This is an optimization exercise on Yosys and OpenROAD, whose aim is small area and a short achievable clock period, not a production implementation. At most, simulation tests tie the RTL to the original design; equivalence was not proved. Power is estimated from default activity; no workload was simulated.

==> v17: inputs <==
// s_axi_template
module s_axi_template #(
		parameter integer C_S_AXI_ID_WIDTH	= 1,
		parameter integer C_S_AXI_DATA_WIDTH	= 64,
		parameter integer C_S_AXI_ADDR_WIDTH	= 32,
		parameter integer C_S_AXI_AWUSER_WIDTH	= 1,
		parameter integer C_S_AXI_ARUSER_WIDTH	= 1,
		parameter integer C_S_AXI_WUSER_WIDTH	= 1,
		parameter integer C_S_AXI_RUSER_WIDTH	= 1,
		parameter integer C_S_AXI_BUSER_WIDTH	= 1
	)
	(
		output wire [15:0] P_buf,  
		output wire [15:0] A_dbg,
		output wire [15:0] B_dbg,
		output wire [15:0] C_dbg,
		output wire [ 3:0] mode_sel_dbg,
		input wire  S_AXI_ACLK,
		input wire  S_AXI_ARESETN,
		input wire [C_S_AXI_ID_WIDTH-1 : 0] S_AXI_AWID,
		input wire [C_S_AXI_ADDR_WIDTH-1 : 0] S_AXI_AWADDR,
		input wire [7 : 0] S_AXI_AWLEN,
		input wire [2 : 0] S_AXI_AWSIZE,
		input wire [1 : 0] S_AXI_AWBURST,
		input wire  S_AXI_AWLOCK,
		input wire [3 : 0] S_AXI_AWCACHE,
		input wire [2 : 0] S_AXI_AWPROT,
		input wire [3 : 0] S_AXI_AWQOS,
		input wire [3 : 0] S_AXI_AWREGION,
		input wire [C_S_AXI_AWUSER_WIDTH-1 : 0] S_AXI_AWUSER,
		input wire  S_AXI_AWVALID,
		output wire  S_AXI_AWREADY,
		input wire [C_S_AXI_DATA_WIDTH-1 : 0] S_AXI_WDATA,
		input wire [(C_S_AXI_DATA_WIDTH/8)-1 : 0] S_AXI_WSTRB,
		input wire  S_AXI_WLAST,
		input wire [C_S_AXI_WUSER_WIDTH-1 : 0] S_AXI_WUSER,
		input wire  S_AXI_WVALID,
		output wire  S_AXI_WREADY,
		output wire [C_S_AXI_ID_WIDTH-1 : 0] S_AXI_BID,
		output wire [1 : 0] S_AXI_BRESP,
		output wire [C_S_AXI_BUSER_WIDTH-1 : 0] S_AXI_BUSER,
		output wire  S_AXI_BVALID,
		input wire  S_AXI_BREADY,
		input wire [C_S_AXI_ID_WIDTH-1 : 0] S_AXI_ARID,
		input wire [C_S_AXI_ADDR_WIDTH-1 : 0] S_AXI_ARADDR,
		input wire [7 : 0] S_AXI_ARLEN,
		input wire [2 : 0] S_AXI_ARSIZE,
		input wire [1 : 0] S_AXI_ARBURST,
		input wire  S_AXI_ARLOCK,
		input wire [3 : 0] S_AXI_ARCACHE,
		input wire [2 : 0] S_AXI_ARPROT,
		input wire [3 : 0] S_AXI_ARQOS,
		input wire [3 : 0] S_AXI_ARREGION,
		input wire [C_S_AXI_ARUSER_WIDTH-1 : 0] S_AXI_ARUSER,
		input wire  S_AXI_ARVALID,
  ...
Settings: LEC_CHECK=0, ABC_CLOCK_PERIOD_IN_PS=4000, CAP_MARGIN=20, CORE_MARGIN=2, CORE_UTILIZATION=40, CTS_BUF_LIST=sky130_fd_sc_hd__clkbuf_8, CTS_CLUSTER_SIZE=30, SLEW_MARGIN=20; clock period 10.0 ns.
standard.sh (not shown) runs the stock make flow with config.mk's settings and CLKGATE_MAP_FILE= SYNTH_SCRIPT=/design/flow/synth_recipe.tcl, a recipe that flattens the netlist after the stock synthesis.
==> flow/flow/run.sh <==
#!/bin/bash
# The standard layout (standard.sh), with the port buffers made from
# sky130_fd_sc_hd__buf_2 instead of the cell buffer_ports picks by itself,
# resizing free to change a cell's footprint, and timing repair aiming for
# 5.5 ns of setup slack.
set -euo pipefail
bash standard.sh BUFFER_PORTS_ARGS="-buffer_cell sky130_fd_sc_hd__buf_2" MATCH_CELL_FOOTPRINT=0 SETUP_SLACK_MARGIN=5.5 finish > standard.log 2>&1
==> v38 (differences from v17) <==
--- a/flow/design.v
+++ b/flow/design.v
@@ -115,13 +115,14 @@
   input  wire [15:0] X,
   input  wire        CI,
   output wire [15:0] AW,
   output wire [15:0] S,
   output wire [15:0] Y,
   output wire [15:0] Z,
-  output wire        E
+  output wire        E,
+  output wire [1:0]  F
 );
   wire [71:0] PP;
   wire [7:0] NEG;
   mul_front front (.WV(WV), .ARM(ARM), .W(W), .AQ(AQ), .B(B), .AW(AW), .PP(PP), .NEG(NEG));
   wire s0 = NEG[0] ^ X[0];
   wire c0 = NEG[0] & X[0];
@@ -240,25 +241,24 @@
   wire s57 = s23 ^ c41 ^ s42;
   wire c57 = (s23 & c41) | (s23 & s42) | (c41 & s42);
   wire s58 = s25 ^ c42 ^ s43;
   wire c58 = (s25 & c42) | (s25 & s43) | (c42 & s43);
   wire s59 = c43 ^ s27 ^ s44;
   wire c59 = (c43 & s27) | (c43 & s44) | (s27 & s44);
-  wire x60 = X[15] ^ c7;
-  wire x61 = PP[15] ^ PP[29];
-  wire x62 = PP[41] ^ PP[51];
-  wire x63 = PP[59] ^ PP[65];
-  wire x64 = PP[69] ^ PP[71];
-  wire x65 = x60 ^ x61;
-  wire x66 = x62 ^ x63;
-  wire x67 = x64 ^ c17;
-  wire x68 = c18 ^ c19;
-  wire x69 = x65 ^ x66;
-  wire x70 = x67 ^ x68;
-  wire x71 = x69 ^ c36;
-  wire x72 = x70 ^ x71;
+  wire x60 = c7 ^ c17;
+  wire x61 = c18 ^ c19;
+  wire x62 = x60 ^ x61;
+  wire x63 = X[15] ^ PP[15];
+  wire x64 = PP[29] ^ PP[41];
+  wire x65 = PP[51] ^ PP[59];
+  wire x66 = PP[65] ^ PP[69];
+  wire x67 = PP[71] ^ x63;
+  wire x68 = x64 ^ x65;
+  wire x69 = x66 ^ x67;
+  wire x70 = x68 ^ x69;
+  assign F = {x62, x70};
   assign S[0] = s0;
   assign Y[0] = s50;
   assign Z[0] = 1'b0;
   assign S[1] = c50;
   assign Y[1] = s51;
   assign Z[1] = 1'b0;
@@ -299,21 +299,22 @@
   assign S[13] = s35;
   assign Y[13] = c47;
   assign Z[13] = s48;
   assign S[14] = s37;
   assign Y[14] = c48;
   assign Z[14] = s49;
-  assign S[15] = c37;
-  assign Y[15] = c49;
-  assign Z[15] = x72;
+  assign S[15] = c36;
+  assign Y[15] = c37;
+  assign Z[15] = c49;
 endmodule
 module mul_final (
   input  wire [15:0] S,
   input  wire [15:0] Y,
   input  wire [15:0] Z,
   input  wire        E,
+  input  wire [1:0]  F,
   input  wire        EN,
   output wire [15:0] P
 );
   wire [15:0] r1, r2;
   assign r1[0] = S[0];
   assign r2[0] = Y[0];
@@ -342,13 +343,13 @@
   assign r1[12] = S[12] ^ Y[12] ^ Z[12];
   assign r2[12] = (S[11] & Y[11]) | (S[11] & Z[11]) | (Y[11] & Z[11]);
   assign r1[13] = S[13] ^ Y[13] ^ Z[13];
   assign r2[13] = (S[12] & Y[12]) | (S[12] & Z[12]) | (Y[12] & Z[12]);
   assign r1[14] = S[14] ^ Y[14] ^ Z[14];
   assign r2[14] = (S[13] & Y[13]) | (S[13] & Z[13]) | (Y[13] & Z[13]);
-  assign r1[15] = S[15] ^ Y[15] ^ Z[15];
+  assign r1[15] = S[15] ^ Y[15] ^ Z[15] ^ F[0] ^ F[1];
   assign r2[15] = (S[14] & Y[14]) | (S[14] & Z[14]) | (Y[14] & Z[14]);
   assign P = (r1 + r2) & {16{EN}};
 endmodule
 `timescale 1ns / 1ps
 module s_axi_template #(
 		parameter integer C_S_AXI_ID_WIDTH	= 1,
@@ -511,40 +512,45 @@
 	assign A_dbg        = A;
 	assign B_dbg        = B_in;
 	assign C_dbg        = C_in;
 	assign mode_sel_dbg = mode_sel;
 	wire [15:0] cs_s, cs_y, cs_z;
 	wire        cs_e;
+	wire [ 1:0] cs_f;
 	reg  [15:0] P_s, P_y, P_z;
 	reg         P_e;
+	reg  [ 1:0] P_f;
 	xbip_multadd_0 MultAdd (
 		.WV (S_AXI_WVALID),
 		.ARM(axi_wready & wsel[0]),
 		.W  (W),
 		.AQ (A),
 		.B  (Bi_nx),
 		.X  (Ci_nx ^ {16{Sub_nx}}),
 		.CI (Sub_nx),
 		.AW (A_wr),
 		.S  (cs_s),
 		.Y  (cs_y),
 		.Z  (cs_z),
-		.E  (cs_e)
+		.E  (cs_e),
+		.F  (cs_f)
 	);
 	always @(posedge S_AXI_ACLK) begin
 		P_s <= cs_s;
 		P_y <= cs_y;
 		P_z <= cs_z;
 		P_e <= cs_e;
+		P_f <= cs_f;
 	end
 	wire P_en = (~mode_sel[2] & ~mode_sel[0]) | (mode_sel[1] & mode_sel[0]);
 	mul_final MultFinal (
 		.S (P_s),
 		.Y (P_y),
 		.Z (P_z),
 		.E (P_e),
+		.F (P_f),
 		.EN(P_en),
 		.P (P_buf)
 	);
 	reg [15:0] rd_data;
 	wire aw56 = (S_AXI_AWADDR[19:16] == 4'h5) | (S_AXI_AWADDR[19:16] == 4'h6);
 	wire ar56 = (S_AXI_ARADDR[19:16] == 4'h5) | (S_AXI_ARADDR[19:16] == 4'h6);
==> flow/flow/run.sh (replaced) <==
#!/bin/bash
# The standard layout (standard.sh), with the port buffers made from
# sky130_fd_sc_hd__buf_1 instead of the cell buffer_ports picks by itself.
set -euo pipefail
bash standard.sh BUFFER_PORTS_ARGS="-buffer_cell sky130_fd_sc_hd__buf_1" MATCH_CELL_FOOTPRINT=0 SKIP_REPAIR_TIE_FANOUT=1 finish > standard.log 2>&1
- ABC_AREA: default -> 1
- CTS_BUF_LIST: sky130_fd_sc_hd__clkbuf_8 -> sky130_fd_sc_hd__clkbuf_4 sky130_fd_sc_hd__clkbuf_8
- CTS_CLUSTER_SIZE: 30 -> 40
- SETUP_SLACK_MARGIN: default -> 5
==> v39 (differences from v17) <==
--- a/flow/design.v
+++ b/flow/design.v
@@ -115,13 +115,14 @@
   input  wire [15:0] X,
   input  wire        CI,
   output wire [15:0] AW,
   output wire [15:0] S,
   output wire [15:0] Y,
   output wire [15:0] Z,
-  output wire        E
+  output wire        E,
+  output wire [1:0]  F
 );
   wire [71:0] PP;
   wire [7:0] NEG;
   mul_front front (.WV(WV), .ARM(ARM), .W(W), .AQ(AQ), .B(B), .AW(AW), .PP(PP), .NEG(NEG));
   wire s0 = NEG[0] ^ X[0];
   wire c0 = NEG[0] & X[0];
@@ -240,25 +241,24 @@
   wire s57 = s23 ^ c41 ^ s42;
   wire c57 = (s23 & c41) | (s23 & s42) | (c41 & s42);
   wire s58 = s25 ^ c42 ^ s43;
   wire c58 = (s25 & c42) | (s25 & s43) | (c42 & s43);
   wire s59 = c43 ^ s27 ^ s44;
   wire c59 = (c43 & s27) | (c43 & s44) | (s27 & s44);
-  wire x60 = X[15] ^ c7;
-  wire x61 = PP[15] ^ PP[29];
-  wire x62 = PP[41] ^ PP[51];
-  wire x63 = PP[59] ^ PP[65];
-  wire x64 = PP[69] ^ PP[71];
-  wire x65 = x60 ^ x61;
-  wire x66 = x62 ^ x63;
-  wire x67 = x64 ^ c17;
-  wire x68 = c18 ^ c19;
-  wire x69 = x65 ^ x66;
-  wire x70 = x67 ^ x68;
-  wire x71 = x69 ^ c36;
-  wire x72 = x70 ^ x71;
+  wire x60 = c7 ^ c17;
+  wire x61 = c18 ^ c19;
+  wire x62 = x60 ^ x61;
+  wire x63 = X[15] ^ PP[15];
+  wire x64 = PP[29] ^ PP[41];
+  wire x65 = PP[51] ^ PP[59];
+  wire x66 = PP[65] ^ PP[69];
+  wire x67 = PP[71] ^ x63;
+  wire x68 = x64 ^ x65;
+  wire x69 = x66 ^ x67;
+  wire x70 = x68 ^ x69;
+  assign F = {x62, x70};
   assign S[0] = s0;
   assign Y[0] = s50;
   assign Z[0] = 1'b0;
   assign S[1] = c50;
   assign Y[1] = s51;
   assign Z[1] = 1'b0;
@@ -299,21 +299,22 @@
   assign S[13] = s35;
   assign Y[13] = c47;
   assign Z[13] = s48;
   assign S[14] = s37;
   assign Y[14] = c48;
   assign Z[14] = s49;
-  assign S[15] = c37;
-  assign Y[15] = c49;
-  assign Z[15] = x72;
+  assign S[15] = c36;
+  assign Y[15] = c37;
+  assign Z[15] = c49;
 endmodule
 module mul_final (
   input  wire [15:0] S,
   input  wire [15:0] Y,
   input  wire [15:0] Z,
   input  wire        E,
+  input  wire [1:0]  F,
   input  wire        EN,
   output wire [15:0] P
 );
   wire [15:0] r1, r2;
   assign r1[0] = S[0];
   assign r2[0] = Y[0];
@@ -342,13 +343,13 @@
   assign r1[12] = S[12] ^ Y[12] ^ Z[12];
   assign r2[12] = (S[11] & Y[11]) | (S[11] & Z[11]) | (Y[11] & Z[11]);
   assign r1[13] = S[13] ^ Y[13] ^ Z[13];
   assign r2[13] = (S[12] & Y[12]) | (S[12] & Z[12]) | (Y[12] & Z[12]);
   assign r1[14] = S[14] ^ Y[14] ^ Z[14];
   assign r2[14] = (S[13] & Y[13]) | (S[13] & Z[13]) | (Y[13] & Z[13]);
-  assign r1[15] = S[15] ^ Y[15] ^ Z[15];
+  assign r1[15] = S[15] ^ Y[15] ^ Z[15] ^ F[0] ^ F[1];
   assign r2[15] = (S[14] & Y[14]) | (S[14] & Z[14]) | (Y[14] & Z[14]);
   assign P = (r1 + r2) & {16{EN}};
 endmodule
 `timescale 1ns / 1ps
 module s_axi_template #(
 		parameter integer C_S_AXI_ID_WIDTH	= 1,
@@ -511,40 +512,45 @@
 	assign A_dbg        = A;
 	assign B_dbg        = B_in;
 	assign C_dbg        = C_in;
 	assign mode_sel_dbg = mode_sel;
 	wire [15:0] cs_s, cs_y, cs_z;
 	wire        cs_e;
+	wire [ 1:0] cs_f;
 	reg  [15:0] P_s, P_y, P_z;
 	reg         P_e;
+	reg  [ 1:0] P_f;
 	xbip_multadd_0 MultAdd (
 		.WV (S_AXI_WVALID),
 		.ARM(axi_wready & wsel[0]),
 		.W  (W),
 		.AQ (A),
 		.B  (Bi_nx),
 		.X  (Ci_nx ^ {16{Sub_nx}}),
 		.CI (Sub_nx),
 		.AW (A_wr),
 		.S  (cs_s),
 		.Y  (cs_y),
 		.Z  (cs_z),
-		.E  (cs_e)
+		.E  (cs_e),
+		.F  (cs_f)
 	);
 	always @(posedge S_AXI_ACLK) begin
 		P_s <= cs_s;
 		P_y <= cs_y;
 		P_z <= cs_z;
 		P_e <= cs_e;
+		P_f <= cs_f;
 	end
 	wire P_en = (~mode_sel[2] & ~mode_sel[0]) | (mode_sel[1] & mode_sel[0]);
 	mul_final MultFinal (
 		.S (P_s),
 		.Y (P_y),
 		.Z (P_z),
 		.E (P_e),
+		.F (P_f),
 		.EN(P_en),
 		.P (P_buf)
 	);
 	reg [15:0] rd_data;
 	wire aw56 = (S_AXI_AWADDR[19:16] == 4'h5) | (S_AXI_AWADDR[19:16] == 4'h6);
 	wire ar56 = (S_AXI_ARADDR[19:16] == 4'h5) | (S_AXI_ARADDR[19:16] == 4'h6);
==> flow/flow/run.sh (replaced) <==
#!/bin/bash
# The standard layout (standard.sh) with these changes:
#  - the port buffers are sky130_fd_sc_hd__buf_1 instead of the cell that
#    buffer_ports picks by itself;
#  - resizing may change a cell's footprint (MATCH_CELL_FOOTPRINT=0);
#  - the constant outputs share one tie cell (SKIP_REPAIR_TIE_FANOUT=1);
#  - timing repair aims for 5.4 ns of setup slack (SETUP_SLACK_MARGIN=5.4).
# ORFS writes each step's log under orfs/logs; make's own output goes to standard.log.
set -euo pipefail
bash standard.sh BUFFER_PORTS_ARGS="-buffer_cell sky130_fd_sc_hd__buf_1" MATCH_CELL_FOOTPRINT=0 SKIP_REPAIR_TIE_FANOUT=1 SETUP_SLACK_MARGIN=5.4 finish > standard.log 2>&1
- ABC_AREA: default -> 1
- CTS_BUF_LIST: sky130_fd_sc_hd__clkbuf_8 -> sky130_fd_sc_hd__clkbuf_4 sky130_fd_sc_hd__clkbuf_8
- CTS_CLUSTER_SIZE: 30 -> 40
==> notes <==
Of v17 and v39, v39 has the higher sequential cell count (gap 2).
Combinational power: v17 < v38 < v39.
Area after synthesis is the same in v39 and v38.
Worst hold slack, highest first: v38, v39, v17.
For v17, only the layout was checked, not whether the RTL still works.

-- what the ideal ports hide --
No port has a modelled driver above. Below, the same layouts with a new extraction and two added sets of constraints.
Step 1 (the two cells are an assumption about what drives the block):
set clk [get_ports {S_AXI_ACLK}]
set_driving_cell -lib_cell sky130_fd_sc_hd__clkbuf_16 $clk
set_driving_cell -lib_cell sky130_fd_sc_hd__buf_2 [delete_from_list [all_inputs] $clk]
Step 2 times the ports against the registers' clock, not the clock port: input delays grow and output delays shrink by t, the midpoint of the rising clock arrivals with the driver on.
Slacks: no drivers / after step 1 / after step 2; pairs: no drivers / after step 1.
run	shift t [ns]	slack for setup (ns)	worst slew at a driven data input, ns	pins driven straight from the clock port
v17	0.508	5.018 / 5.011 / 4.502	0.06	1
v38	0.490	5.177 / 5.193 / 4.702	0.06	1
v39	0.502	5.423 / 5.383 / 4.959	0.06	1
After both steps every run listed still meets setup and hold. For v17, which loses most, drivers alone change the setup slack by -0.007 ns; drivers and shift together by -0.516 ns.
